Background: an optimization exercise with open tools, aiming at small area and a short achievable clock period. Do not read the settings as production practice. Where RTL was checked, it was by simulation tests only, not by an equivalence proof against the original. Power is estimated from default activity; no workload was simulated.

## wip/fjord
## spi_master_top
module spi_master_top (
    input                    clk_i          ,
    input                    rstn_i         ,
    input                    miso_i         ,
    output reg               sck_o          ,
    output                   mosi_o         ,
    output                   spi_oe_o       ,               
    output      [7:0]        ssn_o          ,
    input                    stb_i          ,
    input       [1:0]        addr_i         ,
    input                    we_i           ,
    input       [7:0]        data_i         ,
    output reg  [7:0]        data_o         ,
    output reg               ack_o          ,
    output reg               int_o
);
reg              rstn_sync         ;
reg              rstn_temp         ;
always @(posedge clk_i or negedge rstn_i) begin
    if (!rstn_i) begin
        rstn_sync <= 1'b0;
        rstn_temp <= 1'b0;
    end
    else begin
        rstn_temp <= 1'b1;
        rstn_sync <= rstn_temp;
    end
end
wire             srst   = ~rstn_sync ;              
wire             wb_wr      = stb_i & we_i ;
wire             wr_con     = wb_wr & (addr_i == 2'b00);
wire             wr_sta     = wb_wr & (addr_i == 2'b01);
wire             wr_ext     = wb_wr & (addr_i == 2'b11);
reg              con5_n    ;                        
wire             con5      = ~con5_n;
reg    [7:0]     con_r     ;                        
wire   [7:0]     spi_con   = {con_r[7:6], con5, con_r[4:0]};
always @(posedge clk_i or negedge rstn_sync) begin
    if (!rstn_sync)
        con5_n <= 1'b0;
    else if (wr_con)
        con5_n <= ~data_i[5];
end
always @(posedge clk_i) begin
    if (srst)
        con_r <= 8'h00;
    else if (wr_con)
        con_r <= data_i;
end
  ...
clock: 5.0 ns
lec_check: 0
cap_margin: 20
core_margin: 2
core_utilization: 40
setup_slack_margin: 3.1
slew_margin: 20
standard.sh (not shown) runs the stock make flow with config.mk's settings and CLKGATE_MAP_FILE= SYNTH_SCRIPT=/design/flow/synth_recipe.tcl, a recipe that flattens the netlist after the stock synthesis.
==> flow/flow/run.sh <==
#!/bin/bash
# Standard layout with buf_2 port buffers and a lighter clock tree (no dummy loads,
# clkbuf_4/clkbuf_8 only, larger sink clusters).
set -euo pipefail
bash standard.sh \
  "BUFFER_PORTS_ARGS=-buffer_cell sky130_fd_sc_hd__buf_2" \
  "CTS_ARGS=-sink_clustering_enable -repair_clock_nets -dont_use_dummy_load -buf_list {sky130_fd_sc_hd__clkbuf_4 sky130_fd_sc_hd__clkbuf_8} -sink_clustering_size 20" \
  finish > flow_standard.log 2>&1
Setup changes, wip/fjord to wip/juniper
Settings: CORE_UTILIZATION: 40 -> 65; ABC_AREA: unset -> 1; SETUP_SLACK_MARGIN: 3.1 -> 2.9.
Both conditions hold for wip/juniper: the flow ran to the end and the final layout passed the timing, DRC and antenna checks.
wip/fjord | status: complete | timing, DRC, antenna: pass
Summary: with wip/fjord as the reference, maximum frequency in wip/juniper moved up slightly.
Hold slack, wip/fjord and wip/juniper, lower one = wip/fjord.
Taking wip/fjord as the reference, in wip/juniper signed area change from the synthesized netlist to the final layout down 10 points, post-layout utilization of the core up 24 points.
wip/juniper — part of the cycle the worst path needs 0.36 points lower, wip/fjord as reference
[inputs] wip/nickel vs wip/juniper
Settings: CORE_UTILIZATION: 65 -> 40; ABC_AREA: 1 -> unset.
Results
- Sort wip/nickel and wip/juniper by weighted congestion reported at the end of routability-driven placement, ascending, and wip/nickel comes first.
- Re detailed placer's ending HPWL: wip/nickel is about 5% down on wip/juniper.
- | fraction of cell area in non-clock buffers | lower: wip/juniper |
- Compared wip/nickel vs wip/juniper, and post-CTS setup buffer count is up in wip/nickel.
- Of wip/nickel and wip/juniper, wip/juniper shows the higher met3 track demand over resource, with wip/nickel below it.
- wip/nickel reports a lower fmax than wip/juniper does.
- Summary of wip/nickel over wip/juniper: met2 wire length went up, cell area after synthesis increased by about 0.7% relative to the old numbers, synthesized netlist net count has decreased.
Setup changes, wip/nickel to wip/yarrow
Settings: CORE_UTILIZATION: 40 -> 65.
--- outcome ---
On final design instance area without fill, wip/yarrow does better than wip/nickel.
From wip/nickel to wip/yarrow the numbers moved as follows: via count rose 97, starting density of the core rose by 26 points.
Looking at final wirelength, wip/yarrow sits about 3.5% lower than wip/nickel does.

---

## run A
Another version of the RTL of spi_master_top (not shown whole).
Size in the first run: ~140 flip-flops, about 36 I/O pins, ~6500 sq um of cells after synthesis.
clock: 5.0 ns
lec_check: 0
cap_margin: 20
core_margin: 2
core_utilization: 40
slew_margin: 20
run.sh (not shown) runs the stock make flow with config.mk's settings and CLKGATE_MAP_FILE= SYNTH_SCRIPT=/design/flow/synth_recipe.tcl, a recipe that flattens the netlist after the stock synthesis.
Stock flow here: none of the scripts above is used.
--- input diff run A..run B ---
# run A
export LEC_CHECK = 0
export CAP_MARGIN = 20
export CORE_MARGIN = 2
export CORE_UTILIZATION = 40
export SLEW_MARGIN = 20
create_clock -name core_clock -period 5.0 [get_ports {clk_i}]
# run B
export LEC_CHECK = 0
export CAP_MARGIN = 20
export CORE_MARGIN = 2
export CORE_UTILIZATION = 40
export SETUP_SLACK_MARGIN = 2.6
export SLEW_MARGIN = 20
create_clock -name core_clock -period 5.0 [get_ports {clk_i}]
==> flow/flow/run.sh (new file) <==
#!/bin/bash
# Standard layout with buf_2 port buffers and a lighter clock tree (no dummy loads,
# clkbuf_4/clkbuf_8 only, larger sink clusters).
set -euo pipefail
bash standard.sh \
  "BUFFER_PORTS_ARGS=-buffer_cell sky130_fd_sc_hd__buf_2" \
  "CTS_ARGS=-sink_clustering_enable -repair_clock_nets -dont_use_dummy_load -buf_list {sky130_fd_sc_hd__clkbuf_4 sky130_fd_sc_hd__clkbuf_8} -sink_clustering_size 20" \
  finish > flow_standard.log 2>&1
==> flow/standard.sh (new file) <==
#!/bin/bash
# synth_recipe.tcl (not shown) runs the flow's synth.tcl, then flattens the netlist and writes it again
# the make line also repeats each setting of config.mk as NAME=value (left out here)
make -C /OpenROAD-flow-scripts/flow DESIGN_CONFIG=/design/flow/config.mk WORK_HOME=/design/flow/orfs CLKGATE_MAP_FILE= SYNTH_SCRIPT=/design/flow/synth_recipe.tcl "${@:-finish}"
removed: flow/run.sh
--- outcome ---
Total length of routed wires delta for run B relative to run A: about 2% lower
Run A was larger in final cell area than run B.
In the flow results for run B and run A, the final critical-path share of the clock period is larger on run A.
Run B: synthesis-to-layout area growth lower than run A
Run B vs. run A: worst clock skew picked up an extra 0.025 ns, clock-buffer cell count lost 3.
Re clock share of power: run B and run A aren't equal, and the higher value belongs to run A.
[run B] via count of the first global-routing pass fell 39 relative to run A
Input changes introduced in run C (baseline for comparison: run B):
# run B
export LEC_CHECK = 0
export CAP_MARGIN = 20
export CORE_MARGIN = 2
export CORE_UTILIZATION = 40
export SETUP_SLACK_MARGIN = 2.6
export SLEW_MARGIN = 20
create_clock -name core_clock -period 5.0 [get_ports {clk_i}]
# run C
export LEC_CHECK = 0
export CAP_MARGIN = 20
export CORE_MARGIN = 2
export CORE_UTILIZATION = 40
export CTS_BUF_LIST = sky130_fd_sc_hd__clkbuf_4 sky130_fd_sc_hd__clkbuf_8
export SLEW_MARGIN = 20
create_clock -name core_clock -period 5.0 [get_ports {clk_i}]
==> flow/run.sh (new file) <==
#!/bin/bash
# synth_recipe.tcl (not shown) runs the flow's synth.tcl, then flattens the netlist and writes it again
# the make line also repeats each setting of config.mk as NAME=value (left out here)
make -C /OpenROAD-flow-scripts/flow DESIGN_CONFIG=/design/flow/config.mk WORK_HOME=/design/flow/orfs CLKGATE_MAP_FILE= SYNTH_SCRIPT=/design/flow/synth_recipe.tcl finish
removed: flow/flow/run.sh
removed: flow/standard.sh
### Flow results
Run C finished all stages; the layout is clean. Run C ends up with a non-clock buffer count that is 4 higher than in run B. In run C, met3 routing resource usage after global routing is lower than in run B. When run C is set beside run B, its sequential share of power turns out to be 7.7 points smaller.
Changes in run D relative to run C:
==> flow/flow/run.sh (new file) <==
#!/bin/bash
# Standard layout, with plain buf_1 cells as the port buffers.
set -euo pipefail
bash standard.sh "BUFFER_PORTS_ARGS=-buffer_cell sky130_fd_sc_hd__buf_1" finish > flow_standard.log 2>&1
==> flow/standard.sh (new file) <==
#!/bin/bash
# synth_recipe.tcl (not shown) runs the flow's synth.tcl, then flattens the netlist and writes it again
# the make line also repeats each setting of config.mk as NAME=value (left out here)
make -C /OpenROAD-flow-scripts/flow DESIGN_CONFIG=/design/flow/config.mk WORK_HOME=/design/flow/orfs CLKGATE_MAP_FILE= SYNTH_SCRIPT=/design/flow/synth_recipe.tcl "${@:-finish}"
removed: flow/run.sh
==> notes.md <==
More vias were needed by run C than by run D.
Run D finished all stages; the layout is clean.
Looking at the reports, run C completed the entire flow and the layout it produced met the timing, DRC and antenna checks.
Compared with run C, run D shows a lower final design utilization.
Run D vs run C, capturing element of the worst setup path: wmem[3][6] vs wmem[3][5]
Summary — sequential cell area share, run D relative to run C: higher, by 1.4 points.
Input-level comparison between run E and run D:
# run D
export LEC_CHECK = 0
export CAP_MARGIN = 20
export CORE_MARGIN = 2
export CORE_UTILIZATION = 40
export CTS_BUF_LIST = sky130_fd_sc_hd__clkbuf_4 sky130_fd_sc_hd__clkbuf_8
export SLEW_MARGIN = 20
create_clock -name core_clock -period 5.0 [get_ports {clk_i}]
# run E
export LEC_CHECK = 0
export CAP_MARGIN = 20
export CORE_MARGIN = 2
export CORE_UTILIZATION = 40
export SETUP_SLACK_MARGIN = 2.9
export SLEW_MARGIN = 20
create_clock -name core_clock -period 5.0 [get_ports {clk_i}]
==> flow/flow/run.sh <==
#!/bin/bash
# Standard layout with buf_2 port buffers and a lighter clock tree (no dummy loads,
# clkbuf_4/clkbuf_8 only, larger sink clusters).
set -euo pipefail
bash standard.sh \
  "BUFFER_PORTS_ARGS=-buffer_cell sky130_fd_sc_hd__buf_2" \
  "CTS_ARGS=-sink_clustering_enable -repair_clock_nets -dont_use_dummy_load -buf_list {sky130_fd_sc_hd__clkbuf_4 sky130_fd_sc_hd__clkbuf_8} -sink_clustering_size 20" \
  finish > flow_standard.log 2>&1
==> notes.md <==
The via count on run D is in line with that on run E. In the reports for run D and run E, the smaller area added between synthesis and finish belongs to run D. Delta (run E minus run D): routed wire length now larger, detailed-route wire length per cell now larger, fmax now larger, total length of routed met2 wires now larger, core utilization now larger. Combined buffer and inverter count along the critical path for run E is lower than for run D. [compare] base=run D new=run E: non-clock buffer count rose 1, share of the clock period used by the worst path after layout has decreased, multi-input logic portion of the cell area has increased.
No functional check of the RTL was part of any run of this note.

==> static timing again, ports no longer ideal <==
In the flow no input, the clock included, has a driving cell. The finished layouts below were timed again as built, in two steps. Step 1 assumes that a clkbuf_16 drives the clock port and a buf_2 every other input. Step 2 also shifts input and output timing later by t, the mid clock arrival at the registers, as if the neighbouring blocks saw the same clock. Three values: no drivers, after step 1, after step 2; two values: the first two.
run | t, ns | slack for setup (ns) | worst data-port slew with drivers (ns) | cell pins on the clock port's net
wip/fjord | 0.461 | 2.805 / 2.771 / 2.695 | 0.06 | 1
wip/juniper | 0.471 | 2.823 / 2.787 / 2.481 | 0.04 | 1
wip/nickel | 0.478 | 2.795 / 2.760 / 2.517 | 0.05 | 1
wip/yarrow | 0.470 | 2.739 / 2.703 / 2.502 | 0.04 | 1
run A | 0.456 | 2.239 / 2.250 / 1.794 | 0.04 | 1
run B | 0.467 | 2.669 / 2.634 / 2.287 | 0.04 | 1
run C | 0.481 | 2.249 / 2.233 / 1.773 | 0.04 | 1
run D | 0.476 | 2.155 / 2.163 / 1.687 | 0.04 | 1
run E | 0.475 | 2.724 / 2.685 / 2.525 | 0.06 | 1
After both steps every run listed still meets setup and hold. For run C, which loses most, drivers alone change the setup slack by -0.016 ns; drivers and shift together by -0.476 ns.
